Context: an optimization exercise on an open-source flow, tuned for small area, a short achievable clock period and few clock cycles per item. The choices shown serve that exercise and are no tape-out recipe.
Only simulation tests tie the RTL to the original design; equivalence was not proved.
Power and IR drop assume default switching activity.

**flow/design.v**
```verilog
module MyDesign(
    input logic reset_n,
    input logic clk,
    input logic dut_valid,
    output logic dut_ready,
    output logic dut__tb__sram_input_write_enable,
    output logic [16-1 : 0] dut__tb__sram_input_write_address,
    output logic [32-1 : 0] dut__tb__sram_input_write_data,
    output logic [16-1 : 0] dut__tb__sram_input_read_address,
    input logic [32-1 : 0] tb__dut__sram_input_read_data,
    output logic dut__tb__sram_weight_write_enable,
    output logic [16-1 : 0] dut__tb__sram_weight_write_address,
    output logic [32-1 : 0] dut__tb__sram_weight_write_data,
    output logic [16-1 : 0] dut__tb__sram_weight_read_address,
    input logic [32-1 : 0] tb__dut__sram_weight_read_data,
    output logic dut__tb__sram_result_write_enable,
    output logic [16-1 : 0] dut__tb__sram_result_write_address,
    output logic [32-1 : 0] dut__tb__sram_result_write_data,
    output logic [16-1 : 0] dut__tb__sram_result_read_address,
    input logic [32-1 : 0] tb__dut__sram_result_read_data,
    output logic dut__tb__sram_scratchpad_write_enable,
    output logic [16-1 : 0] dut__tb__sram_scratchpad_write_address,
    output logic [32-1 : 0] dut__tb__sram_scratchpad_write_data,
    output logic [16-1 : 0] dut__tb__sram_scratchpad_read_address,
    input logic [32-1 : 0] tb__dut__sram_scratchpad_read_data
);
  logic        res_we, sp_we, w_spv, w_rowend, w_final;
  logic [11:0] res_wa;
  logic [9:0]  sp_wa, vt_row;
  logic        ready_r;
  logic        st_wait;       
  logic        st_dims;       
  logic        issuing;       
  logic [2:0]  ph;            
  logic [4:0]  k, c;
  logic [3:0]  r;
  logic [4:0]  kmax, cmax;
  logic [4:0]  dm1, em1;
  logic [3:0]  nm1;
  logic [10:0] a_addr, a_row;
  logic [11:0] b_addr, b_base;
  wire end_k  = (k == kmax);
  wire end_c  = (c == cmax);
  wire end_r  = (r == nm1);
  wire end_ph = end_k & end_c & end_r;
  wire [10:0] a_inc = a_addr + 11'd1;
  wire [11:0] b_inc = b_addr + 12'd1;
  always_ff @(posedge clk) begin
    if (!reset_n) begin
      ready_r <= 1'b1;
      st_wait <= 1'b0;
      st_dims <= 1'b0;
      issuing <= 1'b0;
    end else begin
      st_wait <= 1'b0;
      st_dims <= st_wait;
      if (ready_r && dut_valid) begin
        ready_r <= 1'b0;
        st_wait <= 1'b1;
      end
      if (st_dims)
        issuing <= 1'b1;
      else if (issuing && end_ph && ph == 3'd4)
        issuing <= 1'b0;
      if (w_final)
        ready_r <= 1'b1;
    end
  end
  always_ff @(posedge clk) begin
    if (ready_r) begin
      a_addr <= '0;
      b_addr <= '0;
    end else if (st_dims) begin
      nm1    <= tb__dut__sram_input_read_data[19:16] - 4'd1;
      dm1    <= tb__dut__sram_input_read_data[4:0] - 5'd1;
      em1    <= tb__dut__sram_weight_read_data[4:0] - 5'd1;
      kmax   <= tb__dut__sram_input_read_data[4:0] - 5'd1;
      cmax   <= tb__dut__sram_weight_read_data[4:0] - 5'd1;
      ph     <= 3'd0;
      k      <= '0;
      c      <= '0;
      r      <= '0;
      a_addr <= 11'd1;
      a_row  <= 11'd1;
      b_addr <= 12'd1;
      b_base <= 12'd1;
    end else if (issuing) begin
      if (!end_k) begin
        k      <= k + 5'd1;
        a_addr <= a_inc;
        b_addr <= b_inc;
      end else begin
        k <= '0;
        if (!end_c) begin
          c      <= c + 5'd1;
          a_addr <= a_row;
          b_addr <= b_inc;
        end else begin
          c <= '0;
          if (!end_r) begin
            r      <= r + 4'd1;
            a_addr <= a_inc;
            a_row  <= a_inc;
            b_addr <= b_base;
          end else begin
            r  <= '0;
            ph <= ph + 3'd1;
            case (ph)
              3'd0, 3'd1: begin             
                a_addr <= 11'd1;
                a_row  <= 11'd1;
                b_addr <= b_inc;
                b_base <= b_inc;
              end
              3'd2: begin                   
                a_addr <= '0;
                a_row  <= '0;
                b_addr <= '0;
                b_base <= '0;
                kmax   <= em1;
                cmax   <= {1'b0, nm1};
              end
              default: begin                
                a_addr <= a_inc + {a_inc[9:0], 1'b0};
                a_row  <= a_inc + {a_inc[9:0], 1'b0};
                b_addr <= b_inc;
                b_base <= b_inc;
                kmax   <= {1'b0, nm1};
                cmax   <= em1;
              end
            endcase
          end
        end
      end
    end
  end
  logic       t1_v, t2_v, t3_v;
  logic       t1_src;
  logic       t1_first, t2_first, t3_first;
  logic       t1_last, t2_last, t3_last;
  logic       t1_rowend, t2_rowend, t3_rowend;
  logic       t1_spk, t2_spk, t3_spk;        
  logic       t1_spv, t2_spv, t3_spv;        
  logic       t1_fin, t2_fin, t3_fin;
  always_ff @(posedge clk) begin
    if (!reset_n) begin
      t1_v <= 1'b0; t2_v <= 1'b0; t3_v <= 1'b0;
    end else begin
      t1_v <= issuing; t2_v <= t1_v; t3_v <= t2_v;
    end
  end
  always_ff @(posedge clk) begin
    t1_src    <= (ph == 3'd3) || (ph == 3'd4);
    t1_first  <= (k == 5'd0);
    t1_last   <= end_k;
    t1_rowend <= end_c;
    t1_spk    <= (ph == 3'd1);
    t1_spv    <= (ph == 3'd2);
    t1_fin    <= end_ph && (ph == 3'd4);
    t2_first  <= t1_first;  t3_first  <= t2_first;
    t2_last   <= t1_last;   t3_last   <= t2_last;
    t2_rowend <= t1_rowend; t3_rowend <= t2_rowend;
    t2_spk    <= t1_spk;    t3_spk    <= t2_spk;
    t2_spv    <= t1_spv;    t3_spv    <= t2_spv;
    t2_fin    <= t1_fin;    t3_fin    <= t2_fin;
  end
  logic [31:0] op_a, op_b;
  always_ff @(posedge clk) begin
    op_a <= t1_src ? tb__dut__sram_result_read_data     : tb__dut__sram_input_read_data;
    op_b <= t1_src ? tb__dut__sram_scratchpad_read_data : tb__dut__sram_weight_read_data;
  end
  logic [31:0] pp [0:16];
  logic [15:0] neg;
  always_comb begin
    logic [2:0]  bits;
    logic        one, two;
    logic [31:0] m;
    for (int i = 0; i < 16; i++) begin
      bits   = {op_b[2*i+1], op_b[2*i], (i == 0) ? 1'b0 : op_b[2*i-1]};
      one    = bits[1] ^ bits[0];
      two    = (bits == 3'b100) || (bits == 3'b011);
      neg[i] = bits[2];
      m      = ({32{one}} & op_a) | ({32{two}} & {op_a[30:0], 1'b0});
      if (bits[2]) m = ~m;
      pp[i]  = m << (2*i);
      if (i > 0) pp[i][2*i-2] = neg[i-1];
    end
    pp[16] = {1'b0, neg[15], 30'b0};
  end
  function automatic logic [63:0] csa(input logic [31:0] x, input logic [31:0] y, input logic [31:0] z);
    logic [31:0] s, cy;
    s  = x ^ y ^ z;
    cy = (x & y) | (x & z) | (y & z);
    csa = {cy[30:0], 1'b0, s};
  endfunction
  logic [31:0] l1 [0:11];
  logic [31:0] l2 [0:7];
  logic [31:0] l3 [0:5];
  logic [31:0] l4 [0:3];
  logic [31:0] l5 [0:2];
  always_comb begin
    logic [63:0] t;
    for (int i = 0; i < 5; i++) begin t = csa(pp[3*i], pp[3*i+1], pp[3*i+2]); l1[2*i] = t[31:0]; l1[2*i+1] = t[63:32]; end
    l1[10] = pp[15];
    l1[11] = pp[16];
    for (int i = 0; i < 4; i++) begin t = csa(l1[3*i], l1[3*i+1], l1[3*i+2]); l2[2*i] = t[31:0]; l2[2*i+1] = t[63:32]; end
    for (int i = 0; i < 2; i++) begin t = csa(l2[3*i], l2[3*i+1], l2[3*i+2]); l3[2*i] = t[31:0]; l3[2*i+1] = t[63:32]; end
    l3[4] = l2[6];
    l3[5] = l2[7];
    for (int i = 0; i < 2; i++) begin t = csa(l3[3*i], l3[3*i+1], l3[3*i+2]); l4[2*i] = t[31:0]; l4[2*i+1] = t[63:32]; end
    begin t = csa(l4[0], l4[1], l4[2]); l5[0] = t[31:0]; l5[1] = t[63:32]; end
    l5[2] = l4[3];
  end
  logic [31:0] p0, p1, p2;
  always_ff @(posedge clk) begin
    p0 <= l5[0];
    p1 <= l5[1];
    p2 <= l5[2];
  end
  logic [31:0] acc;
  always_ff @(posedge clk)
    acc <= (t3_first ? 32'd0 : acc) + p0 + p1 + p2;
  always_ff @(posedge clk) begin
    if (!reset_n) begin
      res_we  <= 1'b0;
      sp_we   <= 1'b0;
      w_final <= 1'b0;
    end else begin
      res_we  <= t3_v & t3_last;
      sp_we   <= t3_v & t3_last & (t3_spk | t3_spv);
      w_final <= t3_v & t3_last & t3_fin;
    end
  end
  always_ff @(posedge clk) begin
    w_spv    <= t3_spv;
    w_rowend <= t3_rowend;
  end
  always_ff @(posedge clk) begin
    if (st_dims) begin
      res_wa <= '0;
      sp_wa  <= '0;
    end else if (res_we) begin
      res_wa <= res_wa + 12'd1;
      if (sp_we) begin
        if (!w_spv) begin
          sp_wa  <= sp_wa + 10'd1;
          vt_row <= sp_wa + 10'd1;
        end else if (w_rowend) begin
          sp_wa  <= vt_row + 10'd1;
          vt_row <= vt_row + 10'd1;
        end else begin
          sp_wa  <= sp_wa + {6'd0, nm1} + 10'd1;
        end
      end
    end
  end
  assign dut_ready = ready_r;
  assign dut__tb__sram_input_write_enable   = 1'b0;
  assign dut__tb__sram_input_write_address  = '0;
  assign dut__tb__sram_input_write_data     = '0;
  assign dut__tb__sram_weight_write_enable  = 1'b0;
  assign dut__tb__sram_weight_write_address = '0;
  assign dut__tb__sram_weight_write_data    = '0;
  assign dut__tb__sram_input_read_address      = {5'd0, a_addr};
  assign dut__tb__sram_result_read_address     = {5'd0, a_addr};
  assign dut__tb__sram_weight_read_address     = {4'd0, b_addr};
  assign dut__tb__sram_scratchpad_read_address = {4'd0, b_addr};
  assign dut__tb__sram_result_write_enable      = res_we;
  assign dut__tb__sram_result_write_address     = {4'd0, res_wa};
  assign dut__tb__sram_result_write_data        = acc;
  assign dut__tb__sram_scratchpad_write_enable  = sp_we;
  assign dut__tb__sram_scratchpad_write_address = {6'd0, sp_wa};
  assign dut__tb__sram_scratchpad_write_data    = acc;
endmodule
```
**flow/run.sh**
```bash
#!/bin/bash
# synth_recipe.tcl (not shown) runs the flow's synth.tcl, then flattens the netlist and writes it again
# the make line also repeats each setting of config.mk as NAME=value (left out here)
make -C /OpenROAD-flow-scripts/flow DESIGN_CONFIG=/design/flow/config.mk WORK_HOME=/design/flow/orfs CLKGATE_MAP_FILE= SYNTH_SCRIPT=/design/flow/synth_recipe.tcl finish
```
**flow/config.mk**
```make
export PLATFORM = sky130hd
export DESIGN_NAME = MyDesign
export DESIGN_NICKNAME = MyDesign
export VERILOG_FILES = /design/flow/design.v
export SDC_FILE = /design/flow/constraint.sdc
export NUM_CORES = 4
export LEC_CHECK = 0
export CAP_MARGIN = 20
export CORE_MARGIN = 2
export CORE_UTILIZATION = 40
export SLEW_MARGIN = 20
```
**flow/constraint.sdc**
```tcl
create_clock -name core_clock -period 11.0 [get_ports {clk}]
set_input_delay 2.2000 -clock core_clock [delete_from_list [all_inputs] [get_ports {clk}]]
set_output_delay 2.2000 -clock core_clock [all_outputs]
set_load 0.01 [all_outputs]
```
==> results of run 1 <==
-- metrics by stage --
stage | power, uW | utilization, % | worst slack [ns] | hold WS (ns)
after floorplan | 6020 | - | 5.53 | 0.310
after global placement | 7270 | 43.7 | 4.45 | 0.310
after detailed placement | 7500 | 43.7 | 4.34 | 0.312
after CTS | 8880 | 45.7 | 4.30 | 0.304
after global routing | 9730 | 45.7 | 3.85 | 0.314
final | 8770 | 45.7 | 4.33 | 0.302
-- per-layer routing --
metal	share of wire [%]	vias to the layer above
met2	48	707
li1	-	9318
met1	43	9811
met4	2.4	0
met3	6.0	109
met5	0	-
-- flip-flops by register name, summed over array words and instances, names as in the netlist, 3 cells and up --
| register | count |
|---|---|
| sp_wa | 10 |
| p0 | 32 |
| p1 | 26 |
| em1 | 5 |
| a_row | 11 |
| acc | 32 |
| cmax | 5 |
| res_wa | 12 |
| r | 4 |
| p2 | 5 |
| op_a | 32 |
| kmax | 5 |
| vt_row | 10 |
| nm1 | 4 |
| c | 5 |
| k | 5 |
| a_addr | 11 |
| ph | 3 |
| b_base | 12 |
| b_addr | 12 |
| op_b | 32 |
-- worst max-delay path, cell delays in order, from the launching register on --
cell and delay [ns]:
dfxtp_2 0.97, inv_1 0.75, ha_1 1.24, a22oi_1 0.24, xnor2_1 0.25, fa_1 0.47
fa_1 0.50, inv_1 0.05, fa_1 0.45, fa_1 0.39, xnor2_1 0.19, xnor2_1 0.16
xnor2_1 0.16, xnor2_1 0.15, xnor2_1 0.16, xnor2_1 0.16, xnor2_1 0.16, xnor2_1 0.14
-- power breakdown --
group          switching [uW]  internal, uW
clock network             542           758
logic                    3150          2690
registers                 162          1460
-- cells in the final DEF (no fill, tap or decap), types with 12 or more instances in the layout --
master	n
a211oi_1	22
a21o_1	12
a21oi_1	78
a22oi_1	234
and3_1	19
buf_4	25
clkbuf_16	41
clkdlybuf4s50_1	265
conb_1	126
dfxtp_1	231
edfxtp_1	69
fa_1	223
ha_1	174
inv_1	240
mux2_2	77
mux2i_1	17
nand2_1	121
nand2b_1	13
nand3_1	39
nand4_1	15
nor2_1	120
nor2b_1	41
nor3_1	33
o211ai_1	14
o21ai_0	67
o31ai_1	28
xnor2_1	316
xor2_1	85
-- final cells by class --
| type | instances | area share, % |
|---|---|---|
| clock buffers | 52 | 3.69 |
| clock inverters | 18 | 0.655 |
| inverters | 252 | 3.09 |
| multi-input cells | 2001 | 57.5 |
| flip-flops and latches | 304 | 22.2 |
| well taps | 873 | 3.57 |
| repair buffers | 290 | 9.29 |
-- kinds of logic after synthesis --
logic type / Yosys count / share of synthesized area (%)
buf+inv: 620 / 11.2
compound gates: 533 / 13.9
simple gates: 450 / 8.11
xor+xnor: 401 / 13.0
fa+ha+maj: 397 / 24.7
flops: 304 / 25.2
mux: 94 / 3.85
other cells: 1 / 0.0139
-- how the worst min path moves through the flow --
stage                           start                end  depth (start not counted)
finish              t2_rowend$_DFF_P_  t3_rowend$_DFF_P_                          0
global route        t2_rowend$_DFF_P_  t3_rowend$_DFF_P_                          0
CTS                 t2_rowend$_DFF_P_  t3_rowend$_DFF_P_                          0
detailed placement     t1_spv$_DFF_P_     t2_spv$_DFF_P_                          0
global placement       t2_fin$_DFF_P_     t3_fin$_DFF_P_                          0
floorplan              t1_fin$_DFF_P_     t2_fin$_DFF_P_                          0
==> metrics.md, run 1 <==
| Metric | Value |
|---|---|
| Synth Area per Inst | 9.61 sq um |
| Leakage power | 0.0125 uW |
| Final setup fails | 0 |
| Core Rows | 95 |
| DRC Markers | 0 |
| Layout cells sized above 1 | 6.65% |
| GR Layer Usage met1 | 27.0% |
| FF-to-FF path depth | 17 |
| Largest fanout on the critical path | 36 |
| Ys Warns | 7 |
| Largest net degree at the start of global routing | 71 |
| Share of the synthesized area in the top cell type | 17.5% |
| Synth area leaders | dfxtp_1 17%, fa_1 17%, xnor2_1 10% |
| Drt initial violations | 1606 |
| Final Hold Fails | 0 |
| Clk_skew | 0.0365 ns |
| Synth-to-layout area growth | 13.6% |
| Post-synth ARST share | 0% |
| R2R Path Start | op_b[1]$_DFF_P_ |
| CTS root buffer | clkbuf_16 |
| CTS tree | done |
| Mapped Cells | 2800 |
| Pre-antenna DRT Iters | 7 |
| Pins over their slew limit | 0 |
| Footprint of the multi-input gates | 17600 sq um |
| Top-count cell post-synth | xnor2_1 |
| Dpl cells | 3720 |
| Setup TNS | 0 ns |
| Hpwl dp | 52800 um |
| Max-Cap Viols | 0 |
| Relative max-transition margin | 24.2% |
| Area of the core | 66900 sq um |
| VDD IR max | 0.000241 V |
| Register area | 6780 sq um |
| Min-Delay Path Class | flop to flop |
| Hold buffers post-CTS | 0 |
| Crit path arrival time | 7.19 ns |
| ANT nets after route | 0 |
| Clock period minus final worst setup slack | 6.67 ns |
| Final period utilization | 60.6% |
| Vias per cell | 5.26 |
| Post-Layout Cell Count | 3790 |
| Synth cell types | 72 |
| Clock sinks | 304 |
| Port bufs | 265 |
| Routed len/inst | 19.0 um |
| Global placement routability congestion | 0.845 |
| Ys flop type | dfxtp_1 |
| CP required | 11.52 ns |
| Die ar. | 69400 sq um |
| M2 GR Usage | 34.8% |
| Gr busiest metal | met2 |
| CTS clk-pin slew, worst paths | 0.06 ns |
| Initial Util | 40.2% |
| PwrDens | 287 nW/um^2 |
| First-pass GRT wire length | 114000 um |
| Gr usage total | 20.4% |
| Post-synth EDFFs | 69 |
| Flops & latches, synth | 304 |
| Status | complete, no violations |
| Ant diodes | 0 |
| CTS Buf Count | 38 |
| DP Area | 29300 sq um |
| Setup CP Type | flop to flop |
| Die Wd | 263 um |
| End of the critical path | p0[31]$_DFF_P_ |
| Max Clk Rate | 0.150 GHz |
| Most common library cells after synthesis | 316 x xnor2_1, 240 x inv_1, 235 x dfxtp_1 |
| CTS H-tree depth | 2 |
| Io pins | 392 |
| Initial antenna violation count | 0 |
| CP Launch Type | flop |
| Endpoint class of the critical path | flop |
| Via Count | 19900 |
| Unrepaired setup endpoints after global routing | no |
| Seq/Total Area, Yosys | 25.2% |
| R2R Path End | p0[31]$_DFF_P_ |
| Met3 usage | 2.89% |
| Clk Latency, worst-skew pair | 0.59 ns |
| Congestion Overflow GR | 0 |
| Fillcell total | 6311 |
| Clock Tree Buf Depth | 3 |
| Die Ht | 263 um |
| Worst-Margin Slew | 1.14 ns |
| Synthesized area | 26900 sq um |
| Cell area after layout | 30600 sq um |
| Post-CTS setup buffer count | 0 |
| Worst reg-to-reg setup slack | 4.33 ns |
| Total wire length | 72100 um |
| Cells resized by post-CTS repair | 0 |
| Critical Path Source | op_b[1]$_DFF_P_ |
| Nets | 3415 |
| Vias in the first global route | 20300 |
| Area leader, netlist | dfxtp_1 |
Testbench counts, summed over its fixed seeds: cycles 307,764, items 48.
==> run 2: changes to the inputs <==
--- a/flow/design.v
+++ b/flow/design.v
@@ -164,28 +164,29 @@
     t2_spv    <= t1_spv;    t3_spv    <= t2_spv;
     t2_fin    <= t1_fin;    t3_fin    <= t2_fin;
   end
-  logic [31:0] op_a, op_b;
-  always_ff @(posedge clk) begin
-    op_a <= t1_src ? tb__dut__sram_result_read_data     : tb__dut__sram_input_read_data;
-    op_b <= t1_src ? tb__dut__sram_scratchpad_read_data : tb__dut__sram_weight_read_data;
+  logic [31:0] op_a;
+  logic [15:0] bt_one, bt_two, bt_neg;
+  wire  [31:0] in_b = t1_src ? tb__dut__sram_scratchpad_read_data : tb__dut__sram_weight_read_data;
+  always_ff @(posedge clk) begin
+    op_a <= t1_src ? tb__dut__sram_result_read_data : tb__dut__sram_input_read_data;
+    for (int i = 0; i < 16; i++) begin
+      logic [2:0] bits;
+      bits      = {in_b[2*i+1], in_b[2*i], (i == 0) ? 1'b0 : in_b[2*i-1]};
+      bt_one[i] <= bits[1] ^ bits[0];
+      bt_two[i] <= (bits == 3'b100) || (bits == 3'b011);
+      bt_neg[i] <= bits[2];
+    end
   end
   logic [31:0] pp [0:16];
-  logic [15:0] neg;
   always_comb begin
-    logic [2:0]  bits;
-    logic        one, two;
     logic [31:0] m;
     for (int i = 0; i < 16; i++) begin
-      bits   = {op_b[2*i+1], op_b[2*i], (i == 0) ? 1'b0 : op_b[2*i-1]};
-      one    = bits[1] ^ bits[0];
-      two    = (bits == 3'b100) || (bits == 3'b011);
-      neg[i] = bits[2];
-      m      = ({32{one}} & op_a) | ({32{two}} & {op_a[30:0], 1'b0});
-      if (bits[2]) m = ~m;
+      m      = ({32{bt_one[i]}} & op_a) | ({32{bt_two[i]}} & {op_a[30:0], 1'b0});
+      if (bt_neg[i]) m = ~m;
       pp[i]  = m << (2*i);
-      if (i > 0) pp[i][2*i-2] = neg[i-1];
-    end
-    pp[16] = {1'b0, neg[15], 30'b0};
+      if (i > 0) pp[i][2*i-2] = bt_neg[i-1];
+    end
+    pp[16] = {1'b0, bt_neg[15], 30'b0};
   end
   function automatic logic [63:0] csa(input logic [31:0] x, input logic [31:0] y, input logic [31:0] z);
     logic [31:0] s, cy;
@@ -197,7 +198,6 @@
   logic [31:0] l2 [0:7];
   logic [31:0] l3 [0:5];
   logic [31:0] l4 [0:3];
-  logic [31:0] l5 [0:2];
   always_comb begin
     logic [63:0] t;
     for (int i = 0; i < 5; i++) begin t = csa(pp[3*i], pp[3*i+1], pp[3*i+2]); l1[2*i] = t[31:0]; l1[2*i+1] = t[63:32]; end
@@ -208,18 +208,17 @@
     l3[4] = l2[6];
     l3[5] = l2[7];
     for (int i = 0; i < 2; i++) begin t = csa(l3[3*i], l3[3*i+1], l3[3*i+2]); l4[2*i] = t[31:0]; l4[2*i+1] = t[63:32]; end
-    begin t = csa(l4[0], l4[1], l4[2]); l5[0] = t[31:0]; l5[1] = t[63:32]; end
-    l5[2] = l4[3];
-  end
-  logic [31:0] p0, p1, p2;
-  always_ff @(posedge clk) begin
-    p0 <= l5[0];
-    p1 <= l5[1];
-    p2 <= l5[2];
+  end
+  logic [31:0] p0, p1, p2, p3;
+  always_ff @(posedge clk) begin
+    p0 <= l4[0];
+    p1 <= l4[1];
+    p2 <= l4[2];
+    p3 <= l4[3];
   end
   logic [31:0] acc;
   always_ff @(posedge clk)
-    acc <= (t3_first ? 32'd0 : acc) + p0 + p1 + p2;
+    acc <= (t3_first ? 32'd0 : acc) + p0 + p1 + p2 + p3;
   always_ff @(posedge clk) begin
     if (!reset_n) begin
       res_we  <= 1'b0;
==> flow/flow/run.sh (new file) <==
#!/bin/bash
bash standard.sh SETUP_SLACK_MARGIN=7.5 ABC_CLOCK_PERIOD_IN_PS=3500 finish > standard.log 2>&1
==> flow/standard.sh (new file) <==
#!/bin/bash
# synth_recipe.tcl (not shown) runs the flow's synth.tcl, then flattens the netlist and writes it again
# the make line also repeats each setting of config.mk as NAME=value (left out here)
make -C /OpenROAD-flow-scripts/flow DESIGN_CONFIG=/design/flow/config.mk WORK_HOME=/design/flow/orfs CLKGATE_MAP_FILE= SYNTH_SCRIPT=/design/flow/synth_recipe.tcl "${@:-finish}"
removed: flow/run.sh
==> run 2 against run 1 <==
Against the previous run: highest routed layer unchanged; critical path type unchanged; setup slack better by 2.9 ns; area after synthesis grew 1.8%; combinational power rose by 34%; clock power hardly changed; sequential share of layout area up 1.6 points; clock-buffer cell count shrank 2.
==> metrics.md, run 2 <==
| Metric | Value |
|---|---|
| Fin Hold WS | 0.326 ns (was 0.302 ns) |
| Routed len/inst | 18.5 um (was 19.0 um) |
| Worst Path Buf+Inv | 2 (unchanged) |
| Congestion Overflow GR | 0 (unchanged) |
| Net Sw Power | 4930 uW (was 3850 uW) |
| Flops & latches, synth | 335 (was 304) |
| Status | complete, no violations (unchanged) |
| Synth Area per Inst | 9.74 sq um (was 9.61 sq um) |
| Synthesized area | 27400 sq um (was 26900 sq um) |
| Worst path max stage delay | 0.51 ns (was 1.24 ns) |
| VDD IR max | 0.000363 V (was 0.000241 V) |
| Clk_skew | 0.0436 ns (was 0.0365 ns) |
| Ys Warns | 6 (was 7) |
| Ys flop type | dfxtp_1 (unchanged) |
| Final Util | 47.8% (was 45.7%) |
| Top-count cell post-synth | inv_1 (was xnor2_1) |
| Area leader, netlist | dfxtp_1 (unchanged) |
| Crit path arrival time | 4.24 ns (was 7.19 ns) |
| Worst Hold Endpoint | t3_last$_DFF_P_ (was t3_rowend$_DFF_P_) |
| CTS H-tree depth | 2 (unchanged) |
| Final setup fails | 0 (unchanged) |
| Pins over their slew limit | 0 (unchanged) |
| Global placement routability congestion | 0.849 (was 0.845) |
| CP Launch Type | flop (unchanged) |
| Sw frac | 44.9% (was 43.9%) |
| CTS tree | done (unchanged) |
| Total wire length | 71000 um (was 72100 um) |
| Layout cells sized above 1 | 12.9% (was 6.65%) |
| R2R Path Start | t3_first$_DFF_P_ (was op_b[1]$_DFF_P_) |
| Clock period minus final worst setup slack | 3.76 ns (was 6.67 ns) |
| Clock sinks | 335 (was 304) |
| Seq/Total Area, Yosys | 27.0% (was 25.2%) |
| Fillcell total | 6233 (was 6311) |
| Mapped Cells | 2812 (was 2800) |
| Part of the power in combinational logic | 71.1% (was 66.6%) |
| Post-synth EDFFs | 69 (unchanged) |
| WHS Path Cells | 0 (unchanged) |
| Register area | 7660 sq um (was 6780 sq um) |
| CP required | 11.49 ns (was 11.52 ns) |
| Initial antenna violation count | 1 (was 0) |
| Initial Util | 40.6% (was 40.2%) |
| Post-synth ARST share | 0% (unchanged) |
| Delay-heaviest family, CP | adder cells (unchanged) |
| First-pass GRT wire length | 112000 um (was 114000 um) |
| CTS clk-pin slew, worst paths | 0.06 ns (about the same) |
| DRC Markers | 0 (unchanged) |
| Core Rows | 95 (unchanged) |
| Commonest cells after routing, fill and taps aside | 307 x inv_1, 264 x a22oi_1, 254 x xnor2_1 (was 316 x xnor2_1, 265 x clkdlybuf4s50_1, 240 x inv_1) |
| CTS root buffer | clkbuf_16 (unchanged) |
| Clock Tree Buf Depth | 3 (unchanged) |
| Max Clk Rate | 0.266 GHz (was 0.150 GHz) |
| Internal power | 6040 uW (was 4920 uW) |
| Die Ht | 266 um (was 263 um) |
| Sequential group share of total power | 16.7% (was 18.6%) |
| Min-Delay Path Class | flop to flop (unchanged) |
| Most common library cells after synthesis | 308 x inv_1, 270 x a22oi_1, 266 x dfxtp_1 (was 316 x xnor2_1, 240 x inv_1, 235 x dfxtp_1) |
| Crit-path slowest cell | fa_1 (was ha_1) |
| Relative max-transition margin | 30.8% (was 24.2%) |
| Leakage power | 0.0136 uW (was 0.0125 uW) |
| Largest fanout on the critical path | 6 (was 36) |
| Worst reg-to-reg setup slack | 7.24 ns (was 4.33 ns) |
| Drt initial violations | 1350 (was 1606) |
| Largest net degree at the start of global routing | 80 (was 71) |
| Final period utilization | 34.2% (was 60.6%) |
| CTS Buf Count | 39 (was 38) |
| Final Hold Fails | 0 (unchanged) |
| ANT nets after route | 0 (unchanged) |
| Worst-Margin Slew | 1.03 ns (was 1.14 ns) |
| Setup TNS | 0 ns (unchanged) |
| Share of the synthesized area in the top cell type | 19.4% (was 17.5%) |
| Max-Cap Viols | 0 (unchanged) |
| Gr usage total | 19.6% (was 20.4%) |
| Pre-antenna DRT Iters | 6 (was 7) |
| Vias per cell | 5.23 (was 5.26) |
| Io pins | 392 (unchanged) |
| Via Count | 20100 (was 19900) |
| Endpoint class of the critical path | flop (unchanged) |
| Area of the core | 67500 sq um (was 66900 sq um) |
| Most common cell after layout, fill and taps aside | inv_1 (was xnor2_1) |
| Worst path cell trace | buf_6 -> nor2b_2 -> fa_2 -> fa_1 -> ha_4 -> ha_4 -> and3_4 -> a221o_1 -> o211ai_1 -> o21ai_2 -> a211oi_2 -> buf_4 -> o31ai_4 -> a311oi_2 -> xnor2_1 (was inv_1 -> ha_1 -> a22oi_1 -> xnor2_1 -> fa_1 -> fa_1 -> inv_1 -> fa_1 -> fa_1 -> xnor2_1 -> xnor2_1 -> xnor2_1 -> xnor2_1 -> xnor2_1 -> xnor2_1 -> xnor2_1 -> xnor2_1) |
| Nets | 3469 (was 3415) |
| Vias in the first global route | 20200 (was 20300) |
| Hold buffers post-CTS | 0 (unchanged) |
| Footprint of the multi-input gates | 17900 sq um (was 17600 sq um) |
| Critical Path Source | t3_first$_DFF_P_ (was op_b[1]$_DFF_P_) |
| Port bufs | 265 (unchanged) |
| FF-to-FF path depth | 15 (was 17) |
| Setup CP Type | flop to flop (unchanged) |
| Unrepaired setup endpoints after global routing | yes (was no) |
| Die ar. | 70600 sq um (was 69400 sq um) |
| R2R Path End | acc[30]$_DFF_P_ (was p0[31]$_DFF_P_) |
| Clock Power Share | 12.2% (was 14.8%) |
| Cell mode on critical path | ha_4 (was xnor2_1) |
| Die Wd | 266 um (was 263 um) |
| Clk Latency, worst-skew pair | 0.60 ns (was 0.59 ns) |
| Top flop regs | acc: 32 flops, op_a: 32 flops, p0: 32 flops |
| PwrDens | 340 nW/um^2 (was 287 nW/um^2) |
| Synth cell types | 67 (was 72) |
| Hpwl dp | 51900 um (was 52800 um) |
| Synth-to-layout area growth | 17.7% (was 13.6%) |
| Min-delay src | t2_last$_DFF_P_ (was t2_rowend$_DFF_P_) |
| Synth area leaders | dfxtp_1 19%, fa_1 16%, xnor2_1 8.2% (was dfxtp_1 17%, fa_1 17%, xnor2_1 10%) |
run 2: power by group through the flow:
| stage | Sequential (uW) | Clock (uW) | Combinational [uW] |
|---|---|---|---|
| after floorplan | 1770 | 0 | 4960 |
| after global routing | 1870 | 1410 | 8690 |
| final | 1830 | 1330 | 7800 |
| after global placement | 1880 | 0 | 6310 |
| after CTS | 1850 | 1370 | 7190 |
| after detailed placement | 1880 | 0 | 6540 |
run 2: metal layers:
metal | vias up | GRT usage, % | part of all wire [%]
met1 | 9875 | 26.9 | 44
met3 | 118 | 2.50 | 6.1
met2 | 778 | 32.6 | 48
met4 | 0 | 5.16 | 2.1
li1 | 9318 | - | -
met5 | - | 0 | 0
run 2: final cells by class:
cell class / count / share of cell area (%)
inverters: 310 / 3.61
flip-flops and latches: 335 / 23.8
multi-input cells: 1928 / 55.5
well taps: 873 / 3.39
clock inverters: 21 / 0.799
clock buffers: 50 / 3.31
diodes: 1 / 0.00776
repair buffers: 324 / 9.67
run 2: worst max-delay path by stage:
stage / to / slack, ns / depth (start not counted)
after global placement: acc[30]$_DFF_P_ / 6.89 / 12
after CTS: acc[30]$_DFF_P_ / 7.24 / 16
after global routing: acc[28]$_DFF_P_ / 7.00 / 16
final: acc[30]$_DFF_P_ / 7.24 / 15
after floorplan: acc[30]$_DFF_P_ / 7.48 / 14
after detailed placement: acc[28]$_DFF_P_ / 6.74 / 12
run 2: cells by family after synthesis:
logic type / share of synthesized area (%)
buffers and inverters: 11.7
muxes: 3.78
AOI/OAI and AO/OA: 12.7
DFF: 27.0
xor gates and xnor gates: 13.3
adders and majority gates: 24.4
and+or+nand+nor: 7.06
other: 0.0137
run 2: what timing repair did:
action / CTS / global route
resized for setup: 360 / 98
pin swaps: 22 / 26
setup buffers: 18 / 19
setup endpoints to repair: 203 / 43
cloned: 0 / 1
run 2: through the flow:
| stage | instance area, sq um | setup WS (ns) | std cells | total power (uW) |
|---|---|---|---|---|
| after CTS | 31700 | 7.24 | 3821 | 10400 |
| after global placement | 29800 | 6.89 | 3731 | 8190 |
| after floorplan | 27900 | 7.48 | 2937 | 6730 |
| after global routing | 32300 | 7.00 | 3842 | 12000 |
| after detailed placement | 29800 | 6.74 | 3732 | 8420 |
| final | 32300 | 7.24 | 3842 | 11000 |
Testbench counts of run 2, summed over its fixed seeds: cycles 307,764, items 48.
==> run 3: changes to the inputs <==
==> flow/run.sh (new file) <==
#!/bin/bash
# synth_recipe.tcl (not shown) runs the flow's synth.tcl, then flattens the netlist and writes it again
# the make line also repeats each setting of config.mk as NAME=value (left out here)
make -C /OpenROAD-flow-scripts/flow DESIGN_CONFIG=/design/flow/config.mk WORK_HOME=/design/flow/orfs CLKGATE_MAP_FILE= SYNTH_SCRIPT=/design/flow/synth_recipe.tcl finish
removed: flow/flow/run.sh
removed: flow/standard.sh
==> run 3 against run 2 <==
Against the previous run: area after synthesis did not move; via count shrank 1.9%; register-to-register slack worse by 0.39 ns; largest power group unchanged; global-route usage fell by 0.28 points; clock-buffer cell count up 10; sequential share of layout area is essentially flat; maximum frequency fell by 9.4%; sequential power hardly changed; flip-flop and latch count is the same; still clean; first-iteration DRC count grew 4.8%.
==> metrics.md, run 3 <==
| Metric | Value |
|---|---|
| CTS Buf Count | 41 (was 39) |
| Clock period minus final worst setup slack | 4.15 ns (was 3.76 ns) |
| Leakage power | 0.0131 uW (was 0.0136 uW) |
| Clock sinks | 335 (unchanged) |
| Final Hold Fails | 0 (unchanged) |
| Port bufs | 265 (unchanged) |
| Routed len/inst | 18.0 um (was 18.5 um) |
| Largest net degree at the start of global routing | 80 (unchanged) |
| Status | complete, no violations (unchanged) |
| Ys Warns | 6 (unchanged) |
| Commonest cells after routing, fill and taps aside | 308 x inv_1, 270 x a22oi_1, 265 x clkdlybuf4s50_1 (was 307 x inv_1, 264 x a22oi_1, 254 x xnor2_1) |
| Seq/Total Area, Yosys | 27.0% (unchanged) |
| Top-count cell post-synth | inv_1 (unchanged) |
| Fillcell total | 6291 (was 6233) |
| CP Launch Type | flop (unchanged) |
| Congestion Overflow GR | 0 (unchanged) |
| Clk Latency, worst-skew pair | 0.59 ns (was 0.60 ns) |
| Cell area after layout | 31200 sq um (was 32300 sq um) |
| CTS clk-pin slew, worst paths | 0.06 ns (about the same) |
| Clock Tree Buf Depth | 3 (unchanged) |
| Crit path arrival time | 4.60 ns (was 4.24 ns) |
| Most common library cells after synthesis | 308 x inv_1, 270 x a22oi_1, 266 x dfxtp_1 (unchanged) |
| Layout cells sized above 1 | 5.69% (was 12.9%) |
| Global placement routability congestion | 0.838 (was 0.849) |
| Vias in the first global route | 20200 (about the same) |
| Largest fanout on the critical path | 32 (was 6) |
| Hpwl dp | 52300 um (was 51900 um) |
| Post-CTS setup buffer count | 0 (was 18) |
| DP Area | 29800 sq um (about the same) |
| Hold buffers post-CTS | 0 (unchanged) |
| Area leader, netlist | dfxtp_1 (unchanged) |
| Via Count | 19700 (was 20100) |
| Share of the synthesized area in the top cell type | 19.4% (unchanged) |
| Total wire length | 68500 um (was 71000 um) |
| Nets | 3436 (was 3469) |
| Top flop regs | acc: 32 flops, op_a: 32 flops, p0: 32 flops (unchanged) |
| Setup CP Type | flop to flop (unchanged) |
| Pins over their slew limit | 0 (unchanged) |
| Gr usage total | 19.3% (was 19.6%) |
| DRC Markers | 0 (unchanged) |
| Core Rows | 95 (unchanged) |
| Relative max-transition margin | 25.0% (was 30.8%) |
| Min-Delay Path Class | flop to flop (unchanged) |
| Cells resized by post-CTS repair | 0 (was 360) |
| Endpoint class of the critical path | flop (unchanged) |
| Flops & latches, synth | 335 (unchanged) |
| CTS tree | done (unchanged) |
| Design Power | 9690 uW (was 11000 uW) |
| Initial antenna violation count | 3 (was 1) |
| CTS H-tree depth | 2 (unchanged) |
| First-pass GRT wire length | 110000 um (was 112000 um) |
| Max Clk Rate | 0.241 GHz (was 0.266 GHz) |
| Initial Util | 40.6% (unchanged) |
| Io pins | 392 (unchanged) |
| Ys flop type | dfxtp_1 (unchanged) |
| Dpl cells | 3735 (was 3732) |
| Area of the core | 67500 sq um (unchanged) |
| Die Ht | 266 um (unchanged) |
| Post-synth EDFFs | 69 (unchanged) |
| Post-Layout Cell Count | 3812 (was 3842) |
| Final period utilization | 37.7% (was 34.2%) |
| CP required | 11.46 ns (was 11.49 ns) |
| Die Wd | 266 um (unchanged) |
| Most common cell after layout, fill and taps aside | inv_1 (unchanged) |
| PwrDens | 311 nW/um^2 (was 340 nW/um^2) |
| Mapped Cells | 2812 (unchanged) |
| Synth-to-layout area growth | 13.8% (was 17.7%) |
| Synthesized area | 27400 sq um (unchanged) |
| Worst-Margin Slew | 1.12 ns (was 1.03 ns) |
| Drt initial violations | 1415 (was 1350) |
| Final setup fails | 0 (unchanged) |
| Synth area leaders | dfxtp_1 19%, fa_1 16%, xnor2_1 8.2% (unchanged) |
| Setup TNS | 0 ns (unchanged) |
| ANT nets after route | 0 (unchanged) |
| VDD IR max | 0.000374 V (was 0.000363 V) |
| Final Util | 46.2% (was 47.8%) |
| Vias per cell | 5.17 (was 5.23) |
| Die ar. | 70600 sq um (unchanged) |
| Synth Area per Inst | 9.74 sq um (unchanged) |
| Max-Cap Viols | 0 (unchanged) |
| CTS root buffer | clkbuf_16 (unchanged) |
| Clk_skew | 0.0284 ns (was 0.0436 ns) |
| Post-synth ARST share | 0% (unchanged) |
| Unrepaired setup endpoints after global routing | no (was yes) |
| Pre-antenna DRT Iters | 6 (unchanged) |
| Synth cell types | 67 (unchanged) |
## run 3: metrics by stage
step	setup WS, ns	hold slack [ns]
2_1_floorplan	7.26	0.310
3_3_place_gp	6.95	0.310
3_5_place_dp	6.86	0.312
4_1_cts	6.83	0.320
5_1_grt	6.60	0.322
6_report	6.85	0.322
## run 3: worst max-delay path: stages, from the launching register on
cell and delay [ns]:
dfxtp_1 0.31, buf_4 0.31, nor2b_1 0.10, fa_1 0.45, ha_1 0.28, ha_1 0.28
ha_1 0.39, nand3_1 0.14, or3_1 0.39, o22ai_1 0.48, a211oi_2 0.19, o311ai_0 0.41
a21oi_1 0.14, xnor2_1 0.13
## run 3: cell families after synthesis
kind of cell / after synthesis / share of synthesized area [%]
xor+xnor: 415 / 13.3
compound gates: 497 / 12.7
other cells: 1 / 0.0137
flops: 335 / 27.0
fa+ha+maj: 400 / 24.4
simple gates: 393 / 7.06
buf+inv: 674 / 11.7
mux: 97 / 3.78
## run 3: where the power goes
group          total [uW]  internal (uW)  switching (uW)
Clock                1390            814             572
Combinational        6460           2920            3550
Sequential           1840           1620             222
Total                9690           5350            4340
## run 3: routing by layer
layer,global-route usage (%),vias to the layer above,wire length [um]
met4,4.69,2,1110
met5,0,-,13
met1,26.3,9698,30600
li1,-,9234,-
met3,2.52,70,3800
met2,32.5,699,33000
## run 3: cell type report
type | count | area, sq um | area share (%)
repair buffers | 289 | 2830 | 9.08
clock inverters | 15 | 195 | 0.626
well taps | 873 | 1090 | 3.50
inverters | 310 | 1160 | 3.73
clock buffers | 60 | 1230 | 3.94
flip-flops and latches | 335 | 7400 | 23.7
multi-input cells | 1928 | 17300 | 55.4
diodes | 2 | 5.00 | 0.0160
## run 3: worst paths after layout
path / depth (start not counted) / slack [ns] / end / start
setup reg to reg: 13 / 6.85 / acc[28]$_DFF_P_ / t3_first$_DFF_P_
hold reg to reg: 0 / 0.32 / t2_first$_DFF_P_ / t1_first$_DFF_P_
hold / removal: 0 / 0.32 / t2_first$_DFF_P_ / t1_first$_DFF_P_
setup / recovery: 13 / 6.85 / acc[28]$_DFF_P_ / t3_first$_DFF_P_

## re-timing with driven ports
The flow's constraints put no driver on any port. The routed layouts listed below were extracted and timed again, unchanged, in two steps.
Step 1: set_driving_cell puts a clkbuf_16 on clk and a buf_2 on each other input, an assumption about the parent block.
Step 2 times the ports against the registers' clock, not the clock port: input delays grow and output delays shrink by t, the midpoint of the rising clock arrivals with the driver on.
Slacks: ideal ports / drivers / drivers and shift; pairs: ideal ports / drivers.
run | t, ns | setup WS [ns] | hold slack, ns
run 1 | 0.639 | 4.330 / 4.330 / 4.330 | 0.302 / 0.302 / 0.302
run 2 | 0.635 | 7.243 / 7.243 / 7.094 | 0.326 / 0.326 / 0.326
run 3 | 0.641 | 6.851 / 6.851 / 6.851 | 0.322 / 0.322 / 0.322
After both steps setup and hold are still met in every run listed. For run 2, which loses most, drivers alone change the setup slack by 0.000 ns; drivers and shift together by -0.149 ns.
